Source: an optimization exercise on an open RTL-to-GDS flow (aim: small area). Production flows keep margins and buffers that such runs may drop.
The RTL was checked by simulation tests, not by an equivalence proof against the original design.
No activity file was given, so power comes from the tool's default toggle rates.

## v6
## qcv_rv32i_core
module qcv_rv32i_core (
    input  wire        clk_i,
    input  wire        rst_ni,
    input  wire [31:0] hart_id_i,
    input  wire [31:0] boot_addr_i,
    output wire        instr_req_o,
    input  wire        instr_gnt_i,
    input  wire        instr_rvalid_i,
    output wire [31:0] instr_addr_o,
    input  wire [31:0] instr_rdata_i,
    input  wire        instr_err_i,
    output wire        data_req_o,
    input  wire        data_gnt_i,
    input  wire        data_rvalid_i,
    output wire        data_we_o,
    output wire [3:0]  data_be_o,
    output wire [31:0] data_addr_o,
    output wire [31:0] data_wdata_o,
    input  wire [31:0] data_rdata_i,
    input  wire        data_err_i,
    output wire        irq_pending_o,
    output wire        core_busy_o
);
clock: 15.0 ns
lec_check: 0
cap_margin: 20
core_margin: 2
core_utilization: 40
slew_margin: 20
synth_hierarchical: 1
synth_minimum_keep_size: 0
run.sh (not shown) runs the stock make flow with config.mk's settings and CLKGATE_MAP_FILE= SYNTH_SCRIPT=/design/flow/synth_recipe.tcl, a recipe that flattens the netlist after the stock synthesis.
Edits applied to the flow inputs when going from v6 to v7:
==> flow/flow/run.sh (new file) <==
#!/bin/bash
# Own layout flow: the standard ORFS flow (standard.sh) with three changes:
#  - synthesis maps logic with an area-oriented ABC script (flow/abc_area.script);
#    everything else in synthesis, including the registers, is the standard flow's own
#  - port buffers use the smallest buffer cell
#  - clock tree synthesis inserts no dummy loads and uses larger sink clusters
# Each tool's full output is in orfs/logs/; make's output is in own_flow.log.
set -uo pipefail
W=$(pwd)
F=$W/flow
sed "s|source \$::env(SCRIPTS_DIR)/synth.tcl|source $W/own_synth.tcl|" synth_recipe.tcl > own_synth_recipe.tcl
sed "s|^source \$::env(SCRIPTS_DIR)/synth_preamble.tcl\$|source \$::env(SCRIPTS_DIR)/synth_preamble.tcl\nset abc_args [lreplace \$abc_args 1 1 $F/abc_area.script]|" \
    "$FLOW_HOME/scripts/synth.tcl" > own_synth.tcl
if ! grep -q "own_synth.tcl" own_synth_recipe.tcl || ! grep -q "abc_area.script" own_synth.tcl; then
    echo "could not patch the synthesis script" > own_flow.log
    exit 1
fi
bash standard.sh \
    "SYNTH_SCRIPT=$W/own_synth_recipe.tcl" \
    "BUFFER_PORTS_ARGS=-buffer_cell sky130_fd_sc_hd__buf_1" \
    "CTS_ARGS=-sink_clustering_enable -repair_clock_nets -dont_use_dummy_load -sink_clustering_size 30 -sink_clustering_max_diameter 100" \
    finish > own_flow.log 2>&1
==> flow/flow/abc_area.script (new file) <==
strash
ifraig
scorr
dc2
strash
dch -f
amap
topo
==> flow/standard.sh (new file) <==
#!/bin/bash
# synth_recipe.tcl (not shown) runs the flow's synth.tcl, then flattens the netlist and writes it again
# the make line also repeats each setting of config.mk as NAME=value (left out here)
make -C /OpenROAD-flow-scripts/flow DESIGN_CONFIG=/design/flow/config.mk WORK_HOME=/design/flow/orfs CLKGATE_MAP_FILE= SYNTH_SCRIPT=/design/flow/synth_recipe.tcl "${@:-finish}"
removed: flow/run.sh
Findings:
- Every stage of the flow completed for v7, and the final layout passed the timing, DRC and antenna checks.
- [v7] part of the power in combinational logic rose 4.5 points relative to v6
- | violation count after the first detailed-route iteration | higher: v6 |
- Going from v6 to v7, multi-input gate area in the final layout shrank by a few percent.
- Maximum number of pins on one net before global-route repair: v7 lower than v6
- When v7 is measured against v6, its via count of the routed design turns out 2,019 lower.
- Number of standard cells in the final layout excluding fillers shrinks by a few percent when moving from v6 to v7.

* * *

## rev 12
qcv_rv32i_core, a different RTL version from the one above (not shown whole).
Size in the first run: roughly 6500 cells after synthesis, ~240 I/O pins, roughly 69000 µm² of cells after synthesis.
export LEC_CHECK = 0
export CAP_MARGIN = 20
export CORE_MARGIN = 2
export CORE_UTILIZATION = 40
export SLEW_MARGIN = 20
export SYNTH_HIERARCHICAL = 1
export SYNTH_MINIMUM_KEEP_SIZE = 0
create_clock -name core_clock -period 15.0 [get_ports {clk_i}]
standard.sh (not shown) runs the stock make flow with config.mk's settings and CLKGATE_MAP_FILE= SYNTH_SCRIPT=/design/flow/synth_recipe.tcl, a recipe that flattens the netlist after the stock synthesis.
==> flow/flow/run.sh <==
#!/bin/bash
# Own layout flow: the standard ORFS flow (standard.sh) with these changes:
#  - port buffers use the smallest buffer cell
#  - before global placement, cells driving three or more pins are swapped for the
#    stronger cell of the same function and area (flow/free_upsize.tcl)
#  - timing-driven global placement keeps its repairs only from overflow 0.3 on
#  - clock tree synthesis builds the tree from clkbuf_8 cells with sink clusters
#    sized to keep flip-flop clock-pin slew well under the limit, and inserts no dummy loads
# Each tool's full output is in orfs/logs/; make's output is in own_flow.log.
set -uo pipefail
W=$(pwd)
F=$W/flow
sed "s|source \$::env(SCRIPTS_DIR)/synth.tcl|source $W/own_synth.tcl|" synth_recipe.tcl > own_synth_recipe.tcl
sed "s|^source \$::env(SCRIPTS_DIR)/synth_preamble.tcl\$|source \$::env(SCRIPTS_DIR)/synth_preamble.tcl\nset abc_args [lreplace \$abc_args 1 1 $F/abc_area.script]\nlappend abc_args -dont_use sky130_fd_sc_hd__clkinv_1 -dont_use sky130_fd_sc_hd__clkinv_2 -dont_use sky130_fd_sc_hd__clkinvlp_2|" \
    "$FLOW_HOME/scripts/synth.tcl" > own_synth.tcl
if ! grep -q "own_synth.tcl" own_synth_recipe.tcl || ! grep -q "abc_area.script" own_synth.tcl; then
    echo "could not patch the synthesis script" > own_flow.log
    exit 1
fi
bash standard.sh \
    "SYNTH_SCRIPT=$W/own_synth_recipe.tcl" \
    "BUFFER_PORTS_ARGS=-buffer_cell sky130_fd_sc_hd__buf_1" \
    "GPL_KEEP_OVERFLOW=0.3" \
    "PRE_GLOBAL_PLACE_TCL=$F/free_upsize.tcl" \
    "CTS_ARGS=-sink_clustering_enable -repair_clock_nets -dont_use_dummy_load -buf_list sky130_fd_sc_hd__clkbuf_8 -sink_clustering_size 16 -sink_clustering_max_diameter 65" \
    finish > own_flow.log 2>&1
==> flow/flow/free_upsize.tcl <==
# Before global placement: a cell whose output drives several pins is swapped
# for the stronger variant of the same function that has the same area
# (inv_1 -> inv_2, o21ai_0 -> o21ai_1, ...). Area is unchanged.
set swaps {
  inv_1 inv_2  o21ai_0 o21ai_1  and2_0 and2_1  or2_0 or2_2  or2_1 or2_2
  a31o_1 a31o_2  a21boi_0 a21boi_1  o311ai_0 o311ai_1  mux2_1 mux2_2
  a21bo_1 a21bo_2  o211a_1 o211a_2  o21ba_1 o21ba_2  o221a_1 o221a_2
  or3b_1 or3b_2  or4b_1 or4b_2  and4bb_1 and4bb_2
}
set min_fanout 3
set db [ord::get_db]
set block [ord::get_db_block]
set to {}
foreach {a b} $swaps { dict set to sky130_fd_sc_hd__$a [$db findMaster sky130_fd_sc_hd__$b] }
set n 0
foreach inst [$block getInsts] {
  set m [[$inst getMaster] getName]
  if {![dict exists $to $m]} { continue }
  foreach it [$inst getITerms] {
    if {[$it isOutputSignal]} {
      set net [$it getNet]
      if {$net ne "NULL" && [llength [$net getITerms]] > $min_fanout} {
        $inst swapMaster [dict get $to $m]
        incr n
      }
    }
  }
}
puts "free_upsize: $n cells changed to a stronger cell of the same area"
Other scripts of this flow, unchanged in this note and not shown: flow/flow/abc_area.script
diff inputs: rev 12 => rev 13
diff --git a/flow/flow/run.sh b/flow/flow/run.sh
--- a/flow/flow/run.sh
+++ b/flow/flow/run.sh
@@ -2,6 +2,4 @@
 # Own layout flow: the standard ORFS flow (standard.sh) with these changes:
 #  - port buffers use the smallest buffer cell
-#  - before global placement, cells driving three or more pins are swapped for the
-#    stronger cell of the same function and area (flow/free_upsize.tcl)
 #  - timing-driven global placement keeps its repairs only from overflow 0.3 on
 #  - clock tree synthesis builds the tree from clkbuf_8 cells with sink clusters
@@ -22,5 +20,4 @@
     "BUFFER_PORTS_ARGS=-buffer_cell sky130_fd_sc_hd__buf_1" \
     "GPL_KEEP_OVERFLOW=0.3" \
-    "PRE_GLOBAL_PLACE_TCL=$F/free_upsize.tcl" \
     "CTS_ARGS=-sink_clustering_enable -repair_clock_nets -dont_use_dummy_load -buf_list sky130_fd_sc_hd__clkbuf_8 -sink_clustering_size 16 -sink_clustering_max_diameter 65" \
     finish > own_flow.log 2>&1
removed: flow/flow/free_upsize.tcl
Compared with rev 12, in rev 13 post-route cell area has increased; final cell count has increased; global placer's final weighted congestion has decreased; post-layout worst setup margin has increased; routed wire length has increased.

* * *

trial 1:
qcv_rv32i_core, a different RTL version from the one above (not shown whole).
Size: roughly 6400 cells after synthesis, about 240 I/O pins.
==> flow/config.mk <==
export PLATFORM = sky130hd
export DESIGN_NAME = qcv_rv32i_core
export DESIGN_NICKNAME = qcv_rv32i_core
export VERILOG_FILES = /design/flow/design.v
export SDC_FILE = /design/flow/constraint.sdc
export NUM_CORES = 8
export LEC_CHECK = 0
export CAP_MARGIN = 20
export CORE_MARGIN = 2
export CORE_UTILIZATION = 40
export SLEW_MARGIN = 20
export SYNTH_HIERARCHICAL = 1
export SYNTH_MINIMUM_KEEP_SIZE = 0
==> flow/constraint.sdc <==
create_clock -name core_clock -period 15.0 [get_ports {clk_i}]
set_input_delay 3.0000 -clock core_clock [delete_from_list [all_inputs] [get_ports {clk_i}]]
set_output_delay 3.0000 -clock core_clock [all_outputs]
set_load 0.01 [all_outputs]
==> flow/flow/run.sh <==
#!/bin/bash
# Own layout flow: the standard ORFS flow (standard.sh) with three changes:
#  - synthesis maps logic with an area-oriented ABC script (flow/abc_area.script);
#    everything else in synthesis, including the registers, is the standard flow's own
#  - port buffers use the smallest buffer cell
#  - clock tree synthesis inserts no dummy loads and uses larger sink clusters
# Each tool's full output is in orfs/logs/; make's output is in own_flow.log.
set -uo pipefail
W=$(pwd)
F=$W/flow
sed "s|source \$::env(SCRIPTS_DIR)/synth.tcl|source $W/own_synth.tcl|" synth_recipe.tcl > own_synth_recipe.tcl
sed "s|^source \$::env(SCRIPTS_DIR)/synth_preamble.tcl\$|source \$::env(SCRIPTS_DIR)/synth_preamble.tcl\nset abc_args [lreplace \$abc_args 1 1 $F/abc_area.script]|" \
    "$FLOW_HOME/scripts/synth.tcl" > own_synth.tcl
if ! grep -q "own_synth.tcl" own_synth_recipe.tcl || ! grep -q "abc_area.script" own_synth.tcl; then
    echo "could not patch the synthesis script" > own_flow.log
    exit 1
fi
bash standard.sh \
    "SYNTH_SCRIPT=$W/own_synth_recipe.tcl" \
    "BUFFER_PORTS_ARGS=-buffer_cell sky130_fd_sc_hd__buf_1" \
    "CTS_ARGS=-sink_clustering_enable -repair_clock_nets -dont_use_dummy_load -sink_clustering_size 25 -sink_clustering_max_diameter 90" \
    finish > own_flow.log 2>&1
==> flow/flow/abc_area.script <==
strash
ifraig
scorr
dc2
strash
dch -f
amap
topo
Trial 1 went all the way through the flow, and no timing, DRC or antenna check failed.
Changes in build 77 relative to trial 1:
- CAP_MARGIN: 20 -> 10
- SLEW_MARGIN: 20 -> 10
- PLACE_DENSITY: unset -> 0.72
Notes after the runs:
Timing, DRC, antenna: 0 failures across trial 1 and build 77
Fraction of the core area covered by cells at the end of the flow of build 77 is on par with trial 1.
Relative to trial 1, area added between synthesis and finish has decreased by 0.26 points in build 77.
Between build 77 and trial 1, it is build 77 whose total of cells resized after clock tree synthesis is lower, by 1.
[build 77] buffers plus inverters on the worst setup path rose 3 relative to trial 1
In build 77, the global-route met1 utilization came out 4.7 points below the value in trial 1.
Summary — final period utilization, build 77 relative to trial 1: lower, by 0.17 points.
Looking at trial 1 and build 77, the switching power share of the total is a wash.
Build 77 vs trial 1: count of clock-buffer cells in the layout down by a few percent

## static timing again, ports no longer ideal
No port has a modelled driver above. Below, the same layouts with a new extraction and two added sets of constraints.
Step 1: set_driving_cell puts a clkbuf_16 on clk_i and a buf_2 on each other input, an assumption about the parent block.
Step 2 adds t to the input delays and takes it off the output delays; t is the mean of the earliest and latest rising clock arrival at the registers after step 1. Input paths then give back, and output paths get back, about the clock's delay inside the block.
Three values: ideal, step 1, step 2; two values: the first two.
run	shift t [ns]	setup WS [ns]	worst setup path at the end	clock arrival spread, ns
v6	0.917	1.041 / 1.041 / 1.041	register to register	0.035 / 0.035
v7	0.790	0.623 / 0.623 / 0.623	register to register	0.127 / 0.127
rev 12	1.003	1.269 / 1.269 / 1.269	register to register	0.110 / 0.110
rev 13	1.035	1.305 / 1.305 / 1.305	register to register	0.117 / 0.116
trial 1	0.819	0.275 / 0.275 / 0.275	register to register	0.105 / 0.105
build 77	0.827	0.300 / 0.300 / 0.300	register to register	0.118 / 0.118
After both steps setup and hold are still met in every run listed.
